What follows belongs to an exercise in optimizing a design on an open flow for small area and a short achievable clock period; a production flow would make more cautious choices. Only simulation tests tie the RTL to the original design; equivalence was not proved. Power and IR drop assume default switching activity.

==> ember: inputs <==
// MMU
module MMU #(parameter depth=4, bit_width=8, acc_width=32, size=4)
(
   input          clk,
   input          control,
   input  [31:0]  data_arr,
   input  [31:0]  wt_arr,
   output [127:0] acc_out
);
   reg        c1;           
   reg [31:0] d [0:2];      
   always @(posedge clk) begin
      c1   <= control;
      d[0] <= control ? 32'd0 : data_arr;
      d[1] <= control ? 32'd0 : d[0];
      d[2] <= control ? 32'd0 : d[1];
   end
   genvar r;
   generate
      for (r = 0; r < 4; r = r + 1) begin : row
         wire [31:0] xr = (r == 0) ? data_arr : d[r-1];
         wire [7:0]  w1, w2, w3, w4;
         wire [15:0] a1;
         wire [16:0] a2;
         wire [17:0] a3, a4;
         if (r == 0) begin : g0
            wire [9:0] t1, t2, t3, t4;
            wire [9:0] t0 = {2'b00, wt_arr[7:0]} + {1'b0, wt_arr[7:0], 1'b0};
            MAC_R0_0_16 u_c0 (.clk(clk), .ld(control), .clr(c1), .x(xr[7:0]),
  ...
make LEC_CHECK=0 CAP_MARGIN=20 CORE_MARGIN=2 CORE_UTILIZATION=40 SETUP_SLACK_MARGIN=4.2 SLEW_MARGIN=20 finish   # period 7.0 ns
run.sh (not shown) runs the stock make flow with config.mk's settings and CLKGATE_MAP_FILE= SYNTH_SCRIPT=/design/flow/synth_recipe.tcl, a recipe that flattens the netlist after the stock synthesis.
==> indigo (differences from ember) <==
CORE_UTILIZATION = 60   (was 40)
TNS_END_PERCENT = 5   (was not set)
==> xenon (differences from ember) <==
CORE_UTILIZATION = 60   (was 40)
CTS_BUF_LIST = sky130_fd_sc_hd__clkbuf_4 sky130_fd_sc_hd__clkbuf_8   (was not set)
TNS_END_PERCENT = 5   (was not set)
==> run notes <==
ember produced a clean layout. xenon produced a clean layout. indigo went through all stages and came out clean. Of xenon and ember, ember has the higher final cell count (gap about 7.5%, measured against ember). Register-to-register slack, lowest first: indigo, xenon, ember. Worst setup slack: indigo < xenon < ember. The highest core utilization belongs to xenon, the lowest to ember. Of xenon and ember, xenon has the higher worst hold slack (gap 0.0016 ns). Flip-flop and latch count is the same in xenon and ember. Between indigo and xenon, the lower clock power is in xenon (gap about 9%, measured against xenon). Sequential power is about the same in indigo and xenon. Die area is the same in xenon and indigo.
==> figures <==
                                                          indigo        xenon        ember
Total net switching power                                 6310 uW      6310 uW      6630 uW
Highest cell delay on the worst timing path               0.58 ns      0.69 ns      0.53 ns
# diodes                                                        0            5            0
Width of the chip                                          317 um       317 um       387 um
Antenna violations before repair                                0            1            1
Met1 wire length                                        60,700 um    60,500 um    63,000 um
Status                           no timing/DRC/antenna violations  no timing/DRC/antenna violations  no timing/DRC/antenna violations
WP buf/inv                                                      1            2            3
Sequential cell area share                                  0.328        0.328        0.319
Cell Area, Placed                                     0.0612 mm^2  0.0612 mm^2  0.0623 mm^2
Proportion of total power due to net switching              0.325        0.333        0.335
Worst reg2reg path depth                                        7            7            8
Arrival time reported for the critical path endpoint      1.58 ns      3.64 ns      3.52 ns
Total internal power                                    13,100 uW    12,600 uW    13,100 uW
Clock group power                                         6210 uW      5710 uW      6150 uW
Sequential cell area                                  0.0217 mm^2  0.0217 mm^2  0.0218 mm^2
Power density normalized to cell area                 294 mW/mm^2  286 mW/mm^2  290 mW/mm^2
Non-clock buffer share                                     0.0291       0.0297       0.0336
Final worst path period need                              2.98 ns      2.93 ns      2.88 ns
Slew HR                                                     0.334        0.339        0.399

* * *

==> garnet: inputs <==
Another version of the RTL of MMU (not shown whole).
export LEC_CHECK = 0
export CAP_MARGIN = 20
export CORE_MARGIN = 2
export CORE_UTILIZATION = 55
export CTS_CLUSTER_DIAMETER = 70
export CTS_CLUSTER_SIZE = 25
export SETUP_SLACK_MARGIN = 4.2
export SLEW_MARGIN = 20
create_clock -name core_clock -period 7.0 [get_ports {clk}]
standard.sh (not shown) runs the stock make flow with config.mk's settings and CLKGATE_MAP_FILE= SYNTH_SCRIPT=/design/flow/synth_recipe.tcl, a recipe that flattens the netlist after the stock synthesis.
==> flow/flow/run.sh <==
#!/bin/bash
# Layout flow: the standard flow (standard.sh), with one change to
# synthesis: Yosys's synth runs without the quick ABC pass of its fine stage
# (synth -noabc), so that extract_fa meets the full and half adders as the
# RTL writes them and maps them without inverters around them. Registers
# and everything after synthesis are as in the standard flow.
set -euo pipefail
work=$(pwd)
sed 's/yosys synth -nofsm -noshare {\*}\$args/yosys synth -nofsm -noshare -noabc {*}$args/' \
  synth_recipe.tcl > own_synth.tcl
grep -q -- '-noabc' own_synth.tcl
bash standard.sh SYNTH_SCRIPT="$work/own_synth.tcl" finish > standard.log 2>&1
==> tundra (differences from garnet) <==
--- a/flow/config.mk
+++ b/flow/config.mk
@@ -5,10 +5,10 @@
 export SDC_FILE = /design/flow/constraint.sdc
 export NUM_CORES = 4
 export LEC_CHECK = 0
 export CAP_MARGIN = 20
 export CORE_MARGIN = 2
-export CORE_UTILIZATION = 55
+export CORE_UTILIZATION = 40
 export CTS_CLUSTER_DIAMETER = 70
 export CTS_CLUSTER_SIZE = 25
 export SETUP_SLACK_MARGIN = 4.2
 export SLEW_MARGIN = 20
==> nickel (differences from garnet) <==
--- a/flow/design.v
+++ b/flow/design.v
@@ -121,90 +121,58 @@
    wire c_p0_12 = m[26] ^ m[27];
    wire c_g0_13 = m[28] & 1'b0;
    wire c_p0_13 = m[28] ^ 1'b0;
    wire c_g1_1 = c_g0_1 | (c_p0_1 & c_g0_0);
    wire c_p1_1 = c_p0_1 & c_p0_0;
-   wire c_g1_2 = c_g0_2 | (c_p0_2 & c_g0_1);
-   wire c_p1_2 = c_p0_2 & c_p0_1;
    wire c_g1_3 = c_g0_3 | (c_p0_3 & c_g0_2);
    wire c_p1_3 = c_p0_3 & c_p0_2;
-   wire c_g1_4 = c_g0_4 | (c_p0_4 & c_g0_3);
-   wire c_p1_4 = c_p0_4 & c_p0_3;
    wire c_g1_5 = c_g0_5 | (c_p0_5 & c_g0_4);
    wire c_p1_5 = c_p0_5 & c_p0_4;
-   wire c_g1_6 = c_g0_6 | (c_p0_6 & c_g0_5);
-   wire c_p1_6 = c_p0_6 & c_p0_5;
    wire c_g1_7 = c_g0_7 | (c_p0_7 & c_g0_6);
    wire c_p1_7 = c_p0_7 & c_p0_6;
-   wire c_g1_8 = c_g0_8 | (c_p0_8 & c_g0_7);
-   wire c_p1_8 = c_p0_8 & c_p0_7;
    wire c_g1_9 = c_g0_9 | (c_p0_9 & c_g0_8);
    wire c_p1_9 = c_p0_9 & c_p0_8;
-   wire c_g1_10 = c_g0_10 | (c_p0_10 & c_g0_9);
-   wire c_p1_10 = c_p0_10 & c_p0_9;
    wire c_g1_11 = c_g0_11 | (c_p0_11 & c_g0_10);
    wire c_p1_11 = c_p0_11 & c_p0_10;
-   wire c_g1_12 = c_g0_12 | (c_p0_12 & c_g0_11);
-   wire c_p1_12 = c_p0_12 & c_p0_11;
    wire c_g1_13 = c_g0_13 | (c_p0_13 & c_g0_12);
    wire c_p1_13 = c_p0_13 & c_p0_12;
-   wire c_g2_2 = c_g1_2 | (c_p1_2 & c_g0_0);
-   wire c_p2_2 = c_p1_2 & c_p0_0;
+   wire c_g2_2 = c_g0_2 | (c_p0_2 & c_g1_1);
+   wire c_p2_2 = c_p0_2 & c_p1_1;
    wire c_g2_3 = c_g1_3 | (c_p1_3 & c_g1_1);
    wire c_p2_3 = c_p1_3 & c_p1_1;
-   wire c_g2_4 = c_g1_4 | (c_p1_4 & c_g1_2);
-   wire c_p2_4 = c_p1_4 & c_p1_2;
-   wire c_g2_5 = c_g1_5 | (c_p1_5 & c_g1_3);
-   wire c_p2_5 = c_p1_5 & c_p1_3;
-   wire c_g2_6 = c_g1_6 | (c_p1_6 & c_g1_4);
-   wire c_p2_6 = c_p1_6 & c_p1_4;
+   wire c_g2_6 = c_g0_6 | (c_p0_6 & c_g1_5);
+   wire c_p2_6 = c_p0_6 & c_p1_5;
    wire c_g2_7 = c_g1_7 | (c_p1_7 & c_g1_5);
    wire c_p2_7 = c_p1_7 & c_p1_5;
-   wire c_g2_8 = c_g1_8 | (c_p1_8 & c_g1_6);
-   wire c_p2_8 = c_p1_8 & c_p1_6;
-   wire c_g2_9 = c_g1_9 | (c_p1_9 & c_g1_7);
-   wire c_p2_9 = c_p1_9 & c_p1_7;
-   wire c_g2_10 = c_g1_10 | (c_p1_10 & c_g1_8);
-   wire c_p2_10 = c_p1_10 & c_p1_8;
+   wire c_g2_10 = c_g0_10 | (c_p0_10 & c_g1_9);
+   wire c_p2_10 = c_p0_10 & c_p1_9;
    wire c_g2_11 = c_g1_11 | (c_p1_11 & c_g1_9);
    wire c_p2_11 = c_p1_11 & c_p1_9;
-   wire c_g2_12 = c_g1_12 | (c_p1_12 & c_g1_10);
-   wire c_p2_12 = c_p1_12 & c_p1_10;
-   wire c_g2_13 = c_g1_13 | (c_p1_13 & c_g1_11);
-   wire c_p2_13 = c_p1_13 & c_p1_11;
-   wire c_g3_4 = c_g2_4 | (c_p2_4 & c_g0_0);
-   wire c_p3_4 = c_p2_4 & c_p0_0;
-   wire c_g3_5 = c_g2_5 | (c_p2_5 & c_g1_1);
-   wire c_p3_5 = c_p2_5 & c_p1_1;
-   wire c_g3_6 = c_g2_6 | (c_p2_6 & c_g2_2);
-   wire c_p3_6 = c_p2_6 & c_p2_2;
+   wire c_g3_4 = c_g0_4 | (c_p0_4 & c_g2_3);
+   wire c_p3_4 = c_p0_4 & c_p2_3;
+   wire c_g3_5 = c_g1_5 | (c_p1_5 & c_g2_3);
+   wire c_p3_5 = c_p1_5 & c_p2_3;
+   wire c_g3_6 = c_g2_6 | (c_p2_6 & c_g2_3);
+   wire c_p3_6 = c_p2_6 & c_p2_3;
    wire c_g3_7 = c_g2_7 | (c_p2_7 & c_g2_3);
    wire c_p3_7 = c_p2_7 & c_p2_3;
-   wire c_g3_8 = c_g2_8 | (c_p2_8 & c_g2_4);
-   wire c_p3_8 = c_p2_8 & c_p2_4;
-   wire c_g3_9 = c_g2_9 | (c_p2_9 & c_g2_5);
-   wire c_p3_9 = c_p2_9 & c_p2_5;
-   wire c_g3_10 = c_g2_10 | (c_p2_10 & c_g2_6);
-   wire c_p3_10 = c_p2_10 & c_p2_6;
-   wire c_g3_11 = c_g2_11 | (c_p2_11 & c_g2_7);
-   wire c_p3_11 = c_p2_11 & c_p2_7;
-   wire c_g3_12 = c_g2_12 | (c_p2_12 & c_g2_8);
-   wire c_p3_12 = c_p2_12 & c_p2_8;
-   wire c_g3_13 = c_g2_13 | (c_p2_13 & c_g2_9);
-   wire c_p3_13 = c_p2_13 & c_p2_9;
-   wire c_g4_8 = c_g3_8 | (c_p3_8 & c_g0_0);
-   wire c_p4_8 = c_p3_8 & c_p0_0;
-   wire c_g4_9 = c_g3_9 | (c_p3_9 & c_g1_1);
-   wire c_p4_9 = c_p3_9 & c_p1_1;
-   wire c_g4_10 = c_g3_10 | (c_p3_10 & c_g2_2);
-   wire c_p4_10 = c_p3_10 & c_p2_2;
-   wire c_g4_11 = c_g3_11 | (c_p3_11 & c_g2_3);
-   wire c_p4_11 = c_p3_11 & c_p2_3;
-   wire c_g4_12 = c_g3_12 | (c_p3_12 & c_g3_4);
-   wire c_p4_12 = c_p3_12 & c_p3_4;
-   wire c_g4_13 = c_g3_13 | (c_p3_13 & c_g3_5);
-   wire c_p4_13 = c_p3_13 & c_p3_5;
+   wire c_g3_12 = c_g0_12 | (c_p0_12 & c_g2_11);
+   wire c_p3_12 = c_p0_12 & c_p2_11;
+   wire c_g3_13 = c_g1_13 | (c_p1_13 & c_g2_11);
+   wire c_p3_13 = c_p1_13 & c_p2_11;
+   wire c_g4_8 = c_g0_8 | (c_p0_8 & c_g3_7);
+   wire c_p4_8 = c_p0_8 & c_p3_7;
+   wire c_g4_9 = c_g1_9 | (c_p1_9 & c_g3_7);
+   wire c_p4_9 = c_p1_9 & c_p3_7;
+   wire c_g4_10 = c_g2_10 | (c_p2_10 & c_g3_7);
+   wire c_p4_10 = c_p2_10 & c_p3_7;
+   wire c_g4_11 = c_g2_11 | (c_p2_11 & c_g3_7);
+   wire c_p4_11 = c_p2_11 & c_p3_7;
+   wire c_g4_12 = c_g3_12 | (c_p3_12 & c_g3_7);
+   wire c_p4_12 = c_p3_12 & c_p3_7;
+   wire c_g4_13 = c_g3_13 | (c_p3_13 & c_g3_7);
+   wire c_p4_13 = c_p3_13 & c_p3_7;
    wire [15:0] sum = {(c_p0_13 ^ c_g4_12), (c_p0_12 ^ c_g4_11), (c_p0_11 ^ c_g4_10), (c_p0_10 ^ c_g4_9), (c_p0_9 ^ c_g4_8), (c_p0_8 ^ c_g3_7), (c_p0_7 ^ c_g3_6), (c_p0_6 ^ c_g3_5), (c_p0_5 ^ c_g3_4), (c_p0_4 ^ c_g2_3), (c_p0_3 ^ c_g2_2), (c_p0_2 ^ c_g1_1), (c_p0_1 ^ c_g0_0), c_p0_0, m[1], m[0]};
    always @(posedge clk) begin
       if (ld) wt_out <= wt_in;
       if (ld) w3_out <= w3_in;
       m <= {pr3[9], pr3[8], p_c32, p_s31, p_c30, p_s29, p_c28, p_s27, p_c26, p_s25, p_c24, p_s23, p_c22, p_s21, p_c20, p_s19, p_c18, p_s17, p_c16, p_s15, p_c14, pr2[0], p_s13, pr1[1], pr0[3], pr1[0], pr0[2], pr0[1], pr0[0]};
@@ -1148,11 +1116,11 @@
    output reg [15:0]  acc_out
 );
    wire [63:0] pp;
    genvar i;
    generate for (i = 0; i < 64; i = i + 1) begin : g_pp
-      assign pp[i] = x[i/8] & wt_out[i%8];
+      assign pp[i] = (~x[i/8]) & (~wt_out[i%8]);
    end endgenerate
    reg [28:0] m;    
    wire p_s1;
    wire p_c2;
    wire p_s3;
@@ -1351,98 +1319,64 @@
    wire c_p0_13 = m[27] ^ m[28];
    wire c_g0_14 = 1'b0 & 1'b0;
    wire c_p0_14 = 1'b0 ^ 1'b0;
    wire c_g1_1 = c_g0_1 | (c_p0_1 & c_g0_0);
    wire c_p1_1 = c_p0_1 & c_p0_0;
-   wire c_g1_2 = c_g0_2 | (c_p0_2 & c_g0_1);
-   wire c_p1_2 = c_p0_2 & c_p0_1;
    wire c_g1_3 = c_g0_3 | (c_p0_3 & c_g0_2);
    wire c_p1_3 = c_p0_3 & c_p0_2;
-   wire c_g1_4 = c_g0_4 | (c_p0_4 & c_g0_3);
-   wire c_p1_4 = c_p0_4 & c_p0_3;
    wire c_g1_5 = c_g0_5 | (c_p0_5 & c_g0_4);
    wire c_p1_5 = c_p0_5 & c_p0_4;
-   wire c_g1_6 = c_g0_6 | (c_p0_6 & c_g0_5);
-   wire c_p1_6 = c_p0_6 & c_p0_5;
    wire c_g1_7 = c_g0_7 | (c_p0_7 & c_g0_6);
    wire c_p1_7 = c_p0_7 & c_p0_6;
-   wire c_g1_8 = c_g0_8 | (c_p0_8 & c_g0_7);
-   wire c_p1_8 = c_p0_8 & c_p0_7;
    wire c_g1_9 = c_g0_9 | (c_p0_9 & c_g0_8);
    wire c_p1_9 = c_p0_9 & c_p0_8;
-   wire c_g1_10 = c_g0_10 | (c_p0_10 & c_g0_9);
-   wire c_p1_10 = c_p0_10 & c_p0_9;
    wire c_g1_11 = c_g0_11 | (c_p0_11 & c_g0_10);
    wire c_p1_11 = c_p0_11 & c_p0_10;
-   wire c_g1_12 = c_g0_12 | (c_p0_12 & c_g0_11);
-   wire c_p1_12 = c_p0_12 & c_p0_11;
    wire c_g1_13 = c_g0_13 | (c_p0_13 & c_g0_12);
    wire c_p1_13 = c_p0_13 & c_p0_12;
-   wire c_g1_14 = c_g0_14 | (c_p0_14 & c_g0_13);
-   wire c_p1_14 = c_p0_14 & c_p0_13;
-   wire c_g2_2 = c_g1_2 | (c_p1_2 & c_g0_0);
-   wire c_p2_2 = c_p1_2 & c_p0_0;
+   wire c_g2_2 = c_g0_2 | (c_p0_2 & c_g1_1);
+   wire c_p2_2 = c_p0_2 & c_p1_1;
    wire c_g2_3 = c_g1_3 | (c_p1_3 & c_g1_1);
    wire c_p2_3 = c_p1_3 & c_p1_1;
-   wire c_g2_4 = c_g1_4 | (c_p1_4 & c_g1_2);
-   wire c_p2_4 = c_p1_4 & c_p1_2;
-   wire c_g2_5 = c_g1_5 | (c_p1_5 & c_g1_3);
-   wire c_p2_5 = c_p1_5 & c_p1_3;
-   wire c_g2_6 = c_g1_6 | (c_p1_6 & c_g1_4);
-   wire c_p2_6 = c_p1_6 & c_p1_4;
+   wire c_g2_6 = c_g0_6 | (c_p0_6 & c_g1_5);
+   wire c_p2_6 = c_p0_6 & c_p1_5;
    wire c_g2_7 = c_g1_7 | (c_p1_7 & c_g1_5);
    wire c_p2_7 = c_p1_7 & c_p1_5;
-   wire c_g2_8 = c_g1_8 | (c_p1_8 & c_g1_6);
-   wire c_p2_8 = c_p1_8 & c_p1_6;
-   wire c_g2_9 = c_g1_9 | (c_p1_9 & c_g1_7);
-   wire c_p2_9 = c_p1_9 & c_p1_7;
-   wire c_g2_10 = c_g1_10 | (c_p1_10 & c_g1_8);
-   wire c_p2_10 = c_p1_10 & c_p1_8;
+   wire c_g2_10 = c_g0_10 | (c_p0_10 & c_g1_9);
+   wire c_p2_10 = c_p0_10 & c_p1_9;
    wire c_g2_11 = c_g1_11 | (c_p1_11 & c_g1_9);
    wire c_p2_11 = c_p1_11 & c_p1_9;
-   wire c_g2_12 = c_g1_12 | (c_p1_12 & c_g1_10);
-   wire c_p2_12 = c_p1_12 & c_p1_10;
-   wire c_g2_13 = c_g1_13 | (c_p1_13 & c_g1_11);
-   wire c_p2_13 = c_p1_13 & c_p1_11;
-   wire c_g2_14 = c_g1_14 | (c_p1_14 & c_g1_12);
-   wire c_p2_14 = c_p1_14 & c_p1_12;
-   wire c_g3_4 = c_g2_4 | (c_p2_4 & c_g0_0);
-   wire c_p3_4 = c_p2_4 & c_p0_0;
-   wire c_g3_5 = c_g2_5 | (c_p2_5 & c_g1_1);
-   wire c_p3_5 = c_p2_5 & c_p1_1;
-   wire c_g3_6 = c_g2_6 | (c_p2_6 & c_g2_2);
-   wire c_p3_6 = c_p2_6 & c_p2_2;
+   wire c_g2_14 = c_g0_14 | (c_p0_14 & c_g1_13);
+   wire c_p2_14 = c_p0_14 & c_p1_13;
+   wire c_g3_4 = c_g0_4 | (c_p0_4 & c_g2_3);
+   wire c_p3_4 = c_p0_4 & c_p2_3;
+   wire c_g3_5 = c_g1_5 | (c_p1_5 & c_g2_3);
+   wire c_p3_5 = c_p1_5 & c_p2_3;
+   wire c_g3_6 = c_g2_6 | (c_p2_6 & c_g2_3);
+   wire c_p3_6 = c_p2_6 & c_p2_3;
    wire c_g3_7 = c_g2_7 | (c_p2_7 & c_g2_3);
    wire c_p3_7 = c_p2_7 & c_p2_3;
-   wire c_g3_8 = c_g2_8 | (c_p2_8 & c_g2_4);
-   wire c_p3_8 = c_p2_8 & c_p2_4;
-   wire c_g3_9 = c_g2_9 | (c_p2_9 & c_g2_5);
-   wire c_p3_9 = c_p2_9 & c_p2_5;
-   wire c_g3_10 = c_g2_10 | (c_p2_10 & c_g2_6);
-   wire c_p3_10 = c_p2_10 & c_p2_6;
-   wire c_g3_11 = c_g2_11 | (c_p2_11 & c_g2_7);
-   wire c_p3_11 = c_p2_11 & c_p2_7;
-   wire c_g3_12 = c_g2_12 | (c_p2_12 & c_g2_8);
-   wire c_p3_12 = c_p2_12 & c_p2_8;
-   wire c_g3_13 = c_g2_13 | (c_p2_13 & c_g2_9);
-   wire c_p3_13 = c_p2_13 & c_p2_9;
-   wire c_g3_14 = c_g2_14 | (c_p2_14 & c_g2_10);
-   wire c_p3_14 = c_p2_14 & c_p2_10;
-   wire c_g4_8 = c_g3_8 | (c_p3_8 & c_g0_0);
-   wire c_p4_8 = c_p3_8 & c_p0_0;
-   wire c_g4_9 = c_g3_9 | (c_p3_9 & c_g1_1);
-   wire c_p4_9 = c_p3_9 & c_p1_1;
-   wire c_g4_10 = c_g3_10 | (c_p3_10 & c_g2_2);
-   wire c_p4_10 = c_p3_10 & c_p2_2;
-   wire c_g4_11 = c_g3_11 | (c_p3_11 & c_g2_3);
-   wire c_p4_11 = c_p3_11 & c_p2_3;
-   wire c_g4_12 = c_g3_12 | (c_p3_12 & c_g3_4);
-   wire c_p4_12 = c_p3_12 & c_p3_4;
-   wire c_g4_13 = c_g3_13 | (c_p3_13 & c_g3_5);
-   wire c_p4_13 = c_p3_13 & c_p3_5;
-   wire c_g4_14 = c_g3_14 | (c_p3_14 & c_g3_6);
-   wire c_p4_14 = c_p3_14 & c_p3_6;
+   wire c_g3_12 = c_g0_12 | (c_p0_12 & c_g2_11);
+   wire c_p3_12 = c_p0_12 & c_p2_11;
+   wire c_g3_13 = c_g1_13 | (c_p1_13 & c_g2_11);
+   wire c_p3_13 = c_p1_13 & c_p2_11;
+   wire c_g3_14 = c_g2_14 | (c_p2_14 & c_g2_11);
+   wire c_p3_14 = c_p2_14 & c_p2_11;
+   wire c_g4_8 = c_g0_8 | (c_p0_8 & c_g3_7);
+   wire c_p4_8 = c_p0_8 & c_p3_7;
+   wire c_g4_9 = c_g1_9 | (c_p1_9 & c_g3_7);
+   wire c_p4_9 = c_p1_9 & c_p3_7;
+   wire c_g4_10 = c_g2_10 | (c_p2_10 & c_g3_7);
+   wire c_p4_10 = c_p2_10 & c_p3_7;
+   wire c_g4_11 = c_g2_11 | (c_p2_11 & c_g3_7);
+   wire c_p4_11 = c_p2_11 & c_p3_7;
+   wire c_g4_12 = c_g3_12 | (c_p3_12 & c_g3_7);
+   wire c_p4_12 = c_p3_12 & c_p3_7;
+   wire c_g4_13 = c_g3_13 | (c_p3_13 & c_g3_7);
+   wire c_p4_13 = c_p3_13 & c_p3_7;
+   wire c_g4_14 = c_g3_14 | (c_p3_14 & c_g3_7);
+   wire c_p4_14 = c_p3_14 & c_p3_7;
    wire [15:0] sum = {(c_p0_14 ^ c_g4_13), (c_p0_13 ^ c_g4_12), (c_p0_12 ^ c_g4_11), (c_p0_11 ^ c_g4_10), (c_p0_10 ^ c_g4_9), (c_p0_9 ^ c_g4_8), (c_p0_8 ^ c_g3_7), (c_p0_7 ^ c_g3_6), (c_p0_6 ^ c_g3_5), (c_p0_5 ^ c_g3_4), (c_p0_4 ^ c_g2_3), (c_p0_3 ^ c_g2_2), (c_p0_2 ^ c_g1_1), (c_p0_1 ^ c_g0_0), c_p0_0, m[0]};
    always @(posedge clk) begin
       if (ld) wt_out <= wt_in;
       m <= {pp[63], p_c84, p_s83, p_c82, p_s81, p_c80, p_s79, p_c78, p_s77, p_c76, p_s75, p_c74, p_s73, p_c72, p_s71, p_c70, p_s69, p_c68, p_s67, p_c66, p_s65, p_c64, p_s63, p_c62, pp[16], p_s61, pp[8], pp[1], pp[0]};
       acc_out <= clr ? 16'd0 : sum;
@@ -1459,11 +1393,11 @@
    output reg [16:0]  acc_out
 );
    wire [63:0] pp;
    genvar i;
    generate for (i = 0; i < 64; i = i + 1) begin : g_pp
-      assign pp[i] = x[i/8] & wt_out[i%8];
+      assign pp[i] = (~x[i/8]) & (~wt_out[i%8]);
    end endgenerate
    reg [28:0] m;    
    wire p_s1;
    wire p_c2;
    wire p_s3;
@@ -1848,11 +1782,11 @@
    output reg [17:0]  acc_out
 );
    wire [63:0] pp;
    genvar i;
    generate for (i = 0; i < 64; i = i + 1) begin : g_pp
-      assign pp[i] = x[i/8] & wt_out[i%8];
+      assign pp[i] = (~x[i/8]) & (~wt_out[i%8]);
    end endgenerate
    reg [28:0] m;    
    wire p_s1;
    wire p_c2;
    wire p_s3;
@@ -2249,11 +2183,11 @@
    output reg [17:0]  acc_out
 );
    wire [63:0] pp;
    genvar i;
    generate for (i = 0; i < 64; i = i + 1) begin : g_pp
-      assign pp[i] = x[i/8] & wt_out[i%8];
+      assign pp[i] = (~x[i/8]) & (~wt_out[i%8]);
    end endgenerate
    reg [28:0] m;    
    wire p_s1;
    wire p_c2;
    wire p_s3;
@@ -2647,21 +2581,21 @@
    input  [31:0]  data_arr,
    input  [31:0]  wt_arr,
    output [127:0] acc_out
 );
    reg        c1;           
-   reg [31:0] d [0:2];      
+   reg [31:0] dn [0:2];     
    always @(posedge clk) begin
-      c1   <= control;
-      d[0] <= control ? 32'd0 : data_arr;
-      d[1] <= control ? 32'd0 : d[0];
-      d[2] <= control ? 32'd0 : d[1];
+      c1    <= control;
+      dn[0] <= control ? 32'hffffffff : ~data_arr;
+      dn[1] <= control ? 32'hffffffff : dn[0];
+      dn[2] <= control ? 32'hffffffff : dn[1];
    end
    genvar r;
    generate
       for (r = 0; r < 4; r = r + 1) begin : row
-         wire [31:0] xr = (r == 0) ? data_arr : d[r-1];
+         wire [31:0] xr = (r == 0) ? data_arr : dn[r-1];
          wire [7:0]  w1, w2, w3, w4;
          wire [15:0] a1;
          wire [16:0] a2;
          wire [17:0] a3, a4;
          if (r == 0) begin : g0
@@ -2679,11 +2613,11 @@
             MAC_R0_18_18 u_c3 (.clk(clk), .ld(control), .clr(c1), .x(xr[31:24]),
                .wt_in(w3), .w3_in(t3), .acc_in(a3), .wt_out(w4), .w3_out(t4),
                .acc_out(a4));
          end else begin : gn
             MAC_RN_0_16 u_c0 (.clk(clk), .ld(control), .clr(c1), .x(xr[7:0]),
-               .wt_in(wt_arr[8*r +: 8]), .wt_out(w1), .acc_out(a1));
+               .wt_in(~wt_arr[8*r +: 8]), .wt_out(w1), .acc_out(a1));
             MAC_RN_16_17 u_c1 (.clk(clk), .ld(control), .clr(c1), .x(xr[15:8]),
                .wt_in(w1), .acc_in(a1), .wt_out(w2), .acc_out(a2));
             MAC_RN_17_18 u_c2 (.clk(clk), .ld(control), .clr(c1), .x(xr[23:16]),
                .wt_in(w2), .acc_in(a2), .wt_out(w3), .acc_out(a3));
             MAC_RN_18_18 u_c3 (.clk(clk), .ld(control), .clr(c1), .x(xr[31:24]),
==> flow/config.mk (replaced) <==
export PLATFORM = sky130hd
export DESIGN_NAME = MMU
export DESIGN_NICKNAME = MMU
export VERILOG_FILES = /design/flow/design.v
export SDC_FILE = /design/flow/constraint.sdc
export NUM_CORES = 4
export LEC_CHECK = 0
export CAP_MARGIN = 20
export CORE_MARGIN = 2
export CORE_UTILIZATION = 70
export CTS_CLUSTER_DIAMETER = 80
export CTS_CLUSTER_SIZE = 32
export SETUP_SLACK_MARGIN = 4.1
export SLEW_MARGIN = 20
==> comparison <==
garnet went through all stages and came out clean. nickel completed without violations. tundra finished clean.
Of nickel and garnet, nickel has the higher synthesized cell count (gap about 0.4%, measured against garnet).
Design area: nickel < garnet < tundra.
Sequential power is about the same in tundra and garnet.
Of garnet and nickel, garnet has the higher synthesized area (gap about 4%, measured against nickel).
Clock skew, highest first: tundra, garnet, nickel.
Against nickel, the first-iteration DRC count of tundra is smaller by about 20%.
The highest total power belongs to garnet, the lowest to nickel.
Routed wire length: nickel < garnet < tundra.
Via count: tundra is higher than nickel (2.9%).

port drivers added, routing unchanged:
Ports are ideal in the flow. The routed layouts listed here were re-timed in OpenROAD.
Step 1 (the two cells are an assumption about what drives the block):
set clk [get_ports {clk}]
set_driving_cell -lib_cell sky130_fd_sc_hd__clkbuf_16 $clk
set_driving_cell -lib_cell sky130_fd_sc_hd__buf_2 [delete_from_list [all_inputs] $clk]
Step 2, shift: input delay + t, output delay - t, t = (earliest + latest rising clock arrival at the registers) / 2. This alone moves slack from input paths to output paths.
a / b / c = no drivers / after step 1 / after step 2; a / b = the first two.
| run | t (ns) | setup slack, ns | worst setup path at the end |
|---|---|---|---|
| ember | 0.790 | 4.124 / 4.124 / 3.504 | input to register |
| indigo | 0.738 | 4.023 / 3.959 / 3.420 | input to register |
| xenon | 0.895 | 4.070 / 4.093 / 3.220 | input to register |
| garnet | 0.712 | 4.145 / 4.145 / 3.538 | input to register |
| tundra | 0.744 | 4.157 / 4.157 / 3.512 | input to register |
| nickel | 0.701 | 4.117 / 4.117 / 3.494 | input to register |
After both steps setup and hold are still met in every run listed. For xenon, which loses most, drivers alone change the setup slack by +0.023 ns; drivers and shift together by -0.850 ns.
